This is an optimization exercise on Yosys and OpenROAD, whose aim is small area, a short achievable clock period and few clock cycles per item, not a production implementation. RTL that was checked went through simulation tests only; none was proved equivalent to the original. Power and IR drop assume default switching activity.

## v59
==> flow/design.v (excerpt) <==
module MATRIX(CLK, RESET, IN_VALID, IN, OUT_VALID, OUT);
input CLK;
input RESET;
input IN_VALID;
input [3:0] IN;
output reg OUT_VALID;
output [15:0] OUT;
reg [5:0] cnt;
reg [1:0] qa, qb, op;     
reg [2:0] ci, cj;         
reg [3:0] a [0:8];
reg [3:0] b [0:8];
reg [11:0] o;
assign OUT = {{4{o[11]}}, o};
integer n, n1;
always @(posedge CLK) begin
  if (cnt <= 6'd8 && (cnt != 6'd0 || IN_VALID)) begin
    for (n1 = 0; n1 < 8; n1 = n1 + 1) a[n1] <= a[n1+1];
    a[8] <= IN;
  end
  if (cnt >= 6'd9 && cnt <= 6'd17) begin
    for (n1 = 0; n1 < 8; n1 = n1 + 1) b[n1] <= b[n1+1];
    b[8] <= IN;
  end
end
reg f22, outmm, outas, outar, deta, detb;
always @(posedge CLK) begin
  f22 <= cnt == 6'd21;
  outmm <= cnt == 6'd21 || (cnt >= 6'd22 && cnt <= 6'd29 && opc == 2'd2);    
  outas <= cnt >= 6'd22 && cnt <= 6'd29 && !opc[1];                         
  outar <= cnt >= 6'd21 && cnt <= 6'd29;                                    
  deta <= cnt == 6'd8 || cnt == 6'd9 || cnt == 6'd12 || cnt == 6'd13 || cnt == 6'd16 || cnt == 6'd17;
  detb <= cnt == 6'd10 || cnt == 6'd11 || cnt == 6'd14 || cnt == 6'd15 || cnt == 6'd18 || cnt == 6'd19;
end
wire [1:0] opc = (cnt == 6'd22) ? IN[1:0] : op;    
wire isas = f22 ? !IN[1] : outas;                   
wire [3:0] Bc = (qb == 2'd0) ? b[0] : (qb == 2'd1) ? b[2] : (qb == 2'd2) ? b[8] : b[6];
function [2:0] rv;           
  input [2:0] x;
  rv = {x[0], x[1], x[2]};
endfunction
wire rowA = !qa[0];                        
wire revA = qa[1];                         
wire [2:0] idxA = (qa == 2'd0 || qa == 2'd3) ? ci : rv(ci);
wire rowB = qb[0];                         
wire revB = qb[0] ^ qb[1];
wire [2:0] idxB = (qb == 2'd0 || qb == 2'd1) ? cj : rv(cj);
reg [8:0] selA, selAR, selBL;
reg [2:0] alA, alB, alR;
reg [2:0] tau [0:2];
integer r, c, k, p;
always @* begin
  selA = 9'd0;
  for (r = 0; r < 3; r = r + 1)
    for (c = 0; c < 3; c = c + 1)
  ...
For scale: ~930 cells after synthesis, about 160 flip-flops, roughly 24 I/O pins, about 0.0097 mm² of cells after synthesis.
==> flow/config.mk <==
export PLATFORM = sky130hd
export DESIGN_NAME = MATRIX
export DESIGN_NICKNAME = MATRIX
export VERILOG_FILES = /design/flow/design.v
export SDC_FILE = /design/flow/constraint.sdc
export NUM_CORES = 4
export LEC_CHECK = 0
export ABC_CLOCK_PERIOD_IN_PS = 2500
export CAP_MARGIN = 20
export CORE_MARGIN = 2
export CORE_UTILIZATION = 60
export CTS_BUF_LIST = sky130_fd_sc_hd__clkbuf_4 sky130_fd_sc_hd__clkbuf_8
export SETUP_SLACK_MARGIN = 5
export SLEW_MARGIN = 20
==> flow/constraint.sdc <==
create_clock -name core_clock -period 10.0 [get_ports {CLK}]
set_input_delay 2.0000 -clock core_clock [delete_from_list [all_inputs] [get_ports {CLK}]]
set_output_delay 2.0000 -clock core_clock [all_outputs]
set_load 0.01 [all_outputs]
standard.sh (not shown) runs the stock make flow with config.mk's settings and CLKGATE_MAP_FILE= SYNTH_SCRIPT=/design/flow/synth_recipe.tcl, a recipe that flattens the netlist after the stock synthesis.
==> flow/flow/run.sh <==
#!/bin/bash
set -euo pipefail
bash standard.sh SETUP_SLACK_MARGIN=6.9 "BUFFER_PORTS_ARGS=-buffer_cell sky130_fd_sc_hd__buf_2" finish > standard.log 2>&1
v59 finished end to end and its layout was clean on timing, DRC and antenna.
For v10, these inputs were changed with respect to v59:
Settings: ABC_CLOCK_PERIOD_IN_PS: 2500 -> unset.
--- outcome ---
- v10 -> v59: depth of the worst register-to-register path delta 0, exact match
- v10 -> v59: area after synthesis delta 0, exact match
- Register share of total power: v10 vs v59 — no meaningful difference
- v10 against v59: synthesized cell count closely matched the old numbers; total non-filler cell area in the finished layout closely matched the old numbers; register clock-pin slew on the reported worst setup and hold paths closely matched the old numbers; total power closely matched the old numbers.
- Taking v59 as the reference, in v10 layout-stage area growth over the synthesis result essentially unchanged; worst-case setup margin in the final layout closely matched the old numbers.
- From v59 to v10 the numbers moved as follows: clock buffer and inverter area fraction after layout ~0 delta, number of synthesized flops with an enable pin level.
Modified inputs, v30 compared to v10
==> flow/flow/run.sh <==
#!/bin/bash
set -euo pipefail
bash standard.sh SETUP_SLACK_MARGIN=7 "BUFFER_PORTS_ARGS=-buffer_cell sky130_fd_sc_hd__buf_2" finish > standard.log 2>&1
Notes after the runs:
The setup slack of v30 is larger than that of v10. Against v10, v30 comes in 5.3 µW lower on internal power of the cells. Diff v10 and v30: met1 routing resource usage after global routing higher in v30. First-pass GRT wire length up about 1.3% in v30 wrt v10. Changes observed in v30 relative to v10: wire length on met2 -about 3%; post-route total power moved down. Number of buffers other than clock buffers in the final layout (v10 / v30): 0.69. When v30 is set beside v10, its routed wire length turns out to be 0.36% larger. Of v10 and v30, the run reporting the higher pin slew with the least headroom to its limit was v30. Looking at clock period minus worst slack across both flows, v30 is the stronger of the two, with v10 trailing. Between v10 and v30, the flow reports finished layout cell area increasing slightly.
Edits applied to the flow inputs when going from v30 to v20:
Settings: CTS_CLUSTER_SIZE now 30, previously not set; CTS_CLUSTER_DIAMETER now 100, previously not set.
==> flow/flow/run.sh <==
#!/bin/bash
set -euo pipefail
bash standard.sh SETUP_SLACK_MARGIN=6.9 "BUFFER_PORTS_ARGS=-buffer_cell sky130_fd_sc_hd__buf_2" finish > standard.log 2>&1
### Flow results
Portion of the clock cycle consumed by the worst path in the final layout across v20 and v30: no real change. Looking only at wire length of the first global-routing pass, and setting everything else aside, the higher value of v20 and v30 goes to v30. Looking at sequential share of layout area across v20 and v30, the one that comes out lower is v30. v20 vs v30, delay of the slowest cell on the worst path went up by 20 ps. Across both runs, worst-case vdd ir drop was higher for v20 than for v30. Of the two candidates, v30 has the better worst setup slack and v20 the worse one. In the flow results for v20 and v30, the number of optimization iterations in the first detailed-route pass is larger on v30. v20 against v30; number of non-filler instances in the completed layout is down slightly. v30 has a higher register share of total power than v20.
Function was not checked in any run of this note: the RTL went through the layout flow alone.

========
MATRIX, a different RTL version from the one above (not shown whole).
For scale: roughly 160 flip-flops, about 24 I/O pins, about 9700 µm² of cells after synthesis.
==> flow/config.mk <==
export PLATFORM = sky130hd
export DESIGN_NAME = MATRIX
export DESIGN_NICKNAME = MATRIX
export VERILOG_FILES = /design/flow/design.v
export SDC_FILE = /design/flow/constraint.sdc
export NUM_CORES = 4
export LEC_CHECK = 0
export CAP_MARGIN = 20
export CORE_MARGIN = 2
export CORE_UTILIZATION = 75
export CTS_BUF_LIST = sky130_fd_sc_hd__clkbuf_4 sky130_fd_sc_hd__clkbuf_8
export PLACE_DENSITY = 0.8
export SETUP_SLACK_MARGIN = 5
export SLEW_MARGIN = 20
==> flow/constraint.sdc <==
create_clock -name core_clock -period 10.0 [get_ports {CLK}]
set_input_delay 2.0000 -clock core_clock [delete_from_list [all_inputs] [get_ports {CLK}]]
set_output_delay 2.0000 -clock core_clock [all_outputs]
set_load 0.01 [all_outputs]
==> flow/flow/run.sh <==
#!/bin/bash
set -euo pipefail
bash standard.sh SETUP_SLACK_MARGIN=7 "BUFFER_PORTS_ARGS=-buffer_cell sky130_fd_sc_hd__buf_2" finish > standard.log 2>&1
Testbench counts at the start, summed over its fixed seeds: cycles 54,008, items 1,600.
==> next run, changes <==
==> flow/flow/run.sh (replaced) <==
#!/bin/bash
set -euo pipefail
bash standard.sh SETUP_SLACK_MARGIN=6.9 "BUFFER_PORTS_ARGS=-buffer_cell sky130_fd_sc_hd__buf_2" finish > standard.log 2>&1
CORE_UTILIZATION = 60   (was 75)
PLACE_DENSITY = default   (was 0.8)
What happened: Power goes up by a few percent. Worst setup slack improves by 0.034 ns. Synthesized cell count is unchanged. Worst hold slack degrades by 0.0072 ns.
==> next run, changes <==
==> flow/flow/run.sh (replaced) <==
#!/bin/bash
set -euo pipefail
bash standard.sh SETUP_SLACK_MARGIN=6.5 "BUFFER_PORTS_ARGS=-buffer_cell sky130_fd_sc_hd__buf_2" finish > standard.log 2>&1
Fmax shrinks by a little under a tenth; worst setup slack gets worse by 0.27 ns; core utilization went down by 1.3 points; critical path depth rises by 7; power fell by a little under a tenth; register-to-register slack loses 0.29 ns; via count went down by a few percent; wire length went down slightly; sequential cell count does not change; count of clock-buffer cells in the layout decreases by 2; final area decreases slightly.

========
== rev 12 ==
MATRIX, a different RTL version from the one above (not shown whole).
For scale: roughly 910 cells after synthesis, about 9500 um^2 of cells after synthesis.
clock: 10.0 ns
lec_check: 0
cap_margin: 20
core_margin: 2
core_utilization: 40
setup_slack_margin: 5
slew_margin: 20
==> flow/flow/run.sh <==
#!/bin/bash
set -euo pipefail
bash standard.sh SETUP_SLACK_MARGIN=6 finish > standard.log 2>&1
Inputs modified between rev 12 and rev 13:
# rev 12
export LEC_CHECK = 0
export CAP_MARGIN = 20
export CORE_MARGIN = 2
export CORE_UTILIZATION = 40
export SETUP_SLACK_MARGIN = 5
export SLEW_MARGIN = 20
create_clock -name core_clock -period 10.0 [get_ports {CLK}]
# rev 13
export LEC_CHECK = 0
export CAP_MARGIN = 20
export CORE_MARGIN = 2
export CORE_UTILIZATION = 60
export CTS_BUF_LIST = sky130_fd_sc_hd__clkbuf_4 sky130_fd_sc_hd__clkbuf_8
export SETUP_SLACK_MARGIN = 5
export SLEW_MARGIN = 20
create_clock -name core_clock -period 10.0 [get_ports {CLK}]
==> flow/flow/run.sh <==
#!/bin/bash
set -euo pipefail
bash standard.sh SETUP_SLACK_MARGIN=6 "BUFFER_PORTS_ARGS=-buffer_cell sky130_fd_sc_hd__buf_2" finish > standard.log 2>&1
==> comparison <==
- In rev 13, the placeable core region came out 35% below the value in rev 12.
- The growth of design area from synthesis to finish reported for rev 13 is smaller than that of rev 12 by 4.5 points.
- Compared with rev 12, in rev 13 power shows a reduction of 14%; final non-filler cell area shows a reduction of about 4%.
- On count of routing violations after the opening detailed-route iteration: between rev 13 and rev 12, it ends up higher for rev 13.
- Rev 13: PASS, flow complete, no timing, DRC or antenna violations
- Relative to rev 12, rev 13 improves die area.
- Cmp rev 13 and rev 12 / number of global-route vias before repair / higher: rev 13
- From rev 12 to rev 13 the numbers moved as follows: placement-stage cell area down about 2.6%, core utilization up 22 points.
- In the flow results for rev 13 and rev 12, the wire length is larger on rev 13.
Function was not checked in any run of this note: the RTL went through the layout flow alone.

========
MATRIX, a different RTL version from the one above (not shown whole).
Size: ~1400 cells after synthesis, ~110 flip-flops, about 24 I/O pins, ~0.011 mm2 of cells after synthesis.
clock: 10.0 ns
lec_check: 0
cap_margin: 20
core_margin: 2
core_utilization: 40
setup_slack_margin: 5
slew_margin: 20
run.sh (not shown) runs the stock make flow with config.mk's settings and CLKGATE_MAP_FILE= SYNTH_SCRIPT=/design/flow/synth_recipe.tcl, a recipe that flattens the netlist after the stock synthesis.
Stock flow here: none of the scripts above is used.
The baseline passed the timing, DRC and antenna checks.
Testbench counts at the start, summed over its fixed seeds: cycles 53,192, items 1,600.
==> next run, changes <==
Settings changed: ABC_CLOCK_PERIOD_IN_PS set to 4000.
Result:
- The changed run completed with no timing, DRC or antenna violations
- hold slack stays the same
- clock-buffer cell count stays the same
- synthesized cell count does not change
- fmax is unchanged
- global-route usage is unchanged
- utilization is unchanged
- wire length does not change
- worst setup slack is unchanged

========
MATRIX, a different RTL version from the one above (not shown whole).
For scale: roughly 140 flip-flops, about 24 I/O pins, about 9300 µm² of cells after synthesis.
export LEC_CHECK = 0
export CAP_MARGIN = 20
export CORE_MARGIN = 2
export CORE_UTILIZATION = 40
export SETUP_SLACK_MARGIN = 5
export SLEW_MARGIN = 20
create_clock -name core_clock -period 10.0 [get_ports {CLK}]
standard.sh (not shown) runs the stock make flow with config.mk's settings and CLKGATE_MAP_FILE= SYNTH_SCRIPT=/design/flow/synth_recipe.tcl, a recipe that flattens the netlist after the stock synthesis.
==> flow/flow/run.sh <==
#!/bin/bash
set -euo pipefail
bash standard.sh SETUP_SLACK_MARGIN=7 finish > standard.log 2>&1
The starting point went through all stages and came out clean.
Testbench counts at the start, summed over its fixed seeds: cycles 52,408, items 1,600.
==> next run, changes <==
==> flow/flow/run.sh (replaced) <==
#!/bin/bash
set -euo pipefail
bash standard.sh SETUP_SLACK_MARGIN=6 finish > standard.log 2>&1
- ABC_AREA: unset -> 1
What happened: Non-clock buffer count is lower by 13; global-route usage is lower by 0.38 points; first-iteration DRC count is lower by 31%; power is lower by 1.6%; count of clock-buffer cells in the layout stays the same; critical path depth is higher by 1; area after synthesis is lower by 1.3%.
==> next run, changes <==
==> flow/run.sh (new file) <==
#!/bin/bash
# synth_recipe.tcl (not shown) runs the flow's synth.tcl, then flattens the netlist and writes it again
# the make line also repeats each setting of config.mk as NAME=value (left out here)
make -C /OpenROAD-flow-scripts/flow DESIGN_CONFIG=/design/flow/config.mk WORK_HOME=/design/flow/orfs CLKGATE_MAP_FILE= SYNTH_SCRIPT=/design/flow/synth_recipe.tcl finish
- ABC_AREA: 1 -> unset
removed: flow/flow/run.sh
removed: flow/standard.sh
The changed run ran to the end with no violations. Total power grows by about 1.5%. Design area shrinks by about 2.7%. Core utilization falls by 1.7 points. Sequential share of layout area increases by 0.53 points.
==> next run, changes <==
==> flow/flow/run.sh (new file) <==
#!/bin/bash
set -euo pipefail
bash standard.sh SETUP_SLACK_MARGIN=6 finish > standard.log 2>&1
==> flow/standard.sh (new file) <==
#!/bin/bash
# synth_recipe.tcl (not shown) runs the flow's synth.tcl, then flattens the netlist and writes it again
# the make line also repeats each setting of config.mk as NAME=value (left out here)
make -C /OpenROAD-flow-scripts/flow DESIGN_CONFIG=/design/flow/config.mk WORK_HOME=/design/flow/orfs CLKGATE_MAP_FILE= SYNTH_SCRIPT=/design/flow/synth_recipe.tcl "${@:-finish}"
removed: flow/run.sh
What happened: Design area goes up by 2.8%. Via count rose by 1.5%. Die area does not change. Fmax grows by 8.1%. Worst setup slack improved by 0.34 ns. Non-clock buffer count goes up by 7. Wire length went up by about 4%. Global-route usage rose by 0.50 points. Critical path depth falls by 1. Register-to-register slack gains 0.34 ns. Clock-buffer cell count is unchanged.

-- static timing again, ports no longer ideal --
Ports are ideal in the flow. The routed layouts listed here were re-timed in OpenROAD. Step 1: set_driving_cell puts a clkbuf_16 on CLK and a buf_2 on each other input, an assumption about the parent block. Step 2 adds t to the input delays and takes it off the output delays; t is the mean of the earliest and latest rising clock arrival at the registers after step 1. Input paths then give back, and output paths get back, about the clock's delay inside the block. a / b / c = ideal ports / drivers / drivers and shift; a / b = the first two.
| run | t (ns) | setup WS [ns] | hold WS [ns] |
|---|---|---|---|
| v59 | 0.486 | 6.820 / 6.820 / 6.628 | 0.462 / 0.462 / 0.462 |
| v10 | 0.486 | 6.820 / 6.820 / 6.628 | 0.462 / 0.462 / 0.462 |
| v30 | 0.496 | 6.834 / 6.834 / 6.643 | 0.448 / 0.448 / 0.448 |
| v20 | 0.486 | 6.820 / 6.820 / 6.628 | 0.462 / 0.462 / 0.462 |
| the first run of note 2 | 0.514 | 6.869 / 6.832 / 6.758 | 0.461 / 0.461 / 0.461 |
| the second run of note 2 | 0.507 | 6.903 / 6.862 / 6.600 | 0.454 / 0.454 / 0.454 |
| the third run of note 2 | 0.504 | 6.637 / 6.637 / 6.562 | 0.454 / 0.454 / 0.454 |
| rev 12 | 0.475 | 5.767 / 5.767 / 5.767 | 0.410 / 0.410 / 0.410 |
| rev 13 | 0.495 | 5.684 / 5.684 / 5.684 | 0.452 / 0.452 / 0.452 |
| the first run of note 4 | 0.411 | 2.020 / 2.020 / 2.020 | 0.353 / 0.353 / 0.353 |
| the second run of note 4 | 0.411 | 2.020 / 2.020 / 2.020 | 0.353 / 0.353 / 0.353 |
| the first run of note 5 | 0.469 | 5.780 / 5.780 / 5.780 | 0.418 / 0.418 / 0.418 |
| the second run of note 5 | 0.471 | 5.692 / 5.692 / 5.692 | 0.397 / 0.397 / 0.397 |
| the third run of note 5 | 0.474 | 5.475 / 5.475 / 5.475 | 0.378 / 0.378 / 0.378 |
| the fourth run of note 5 | 0.471 | 5.813 / 5.813 / 5.734 | 0.373 / 0.373 / 0.373 |
After both steps setup and hold are still met in every run listed. For the second run of note 2, which loses most, drivers alone change the setup slack by -0.041 ns; drivers and shift together by -0.303 ns.
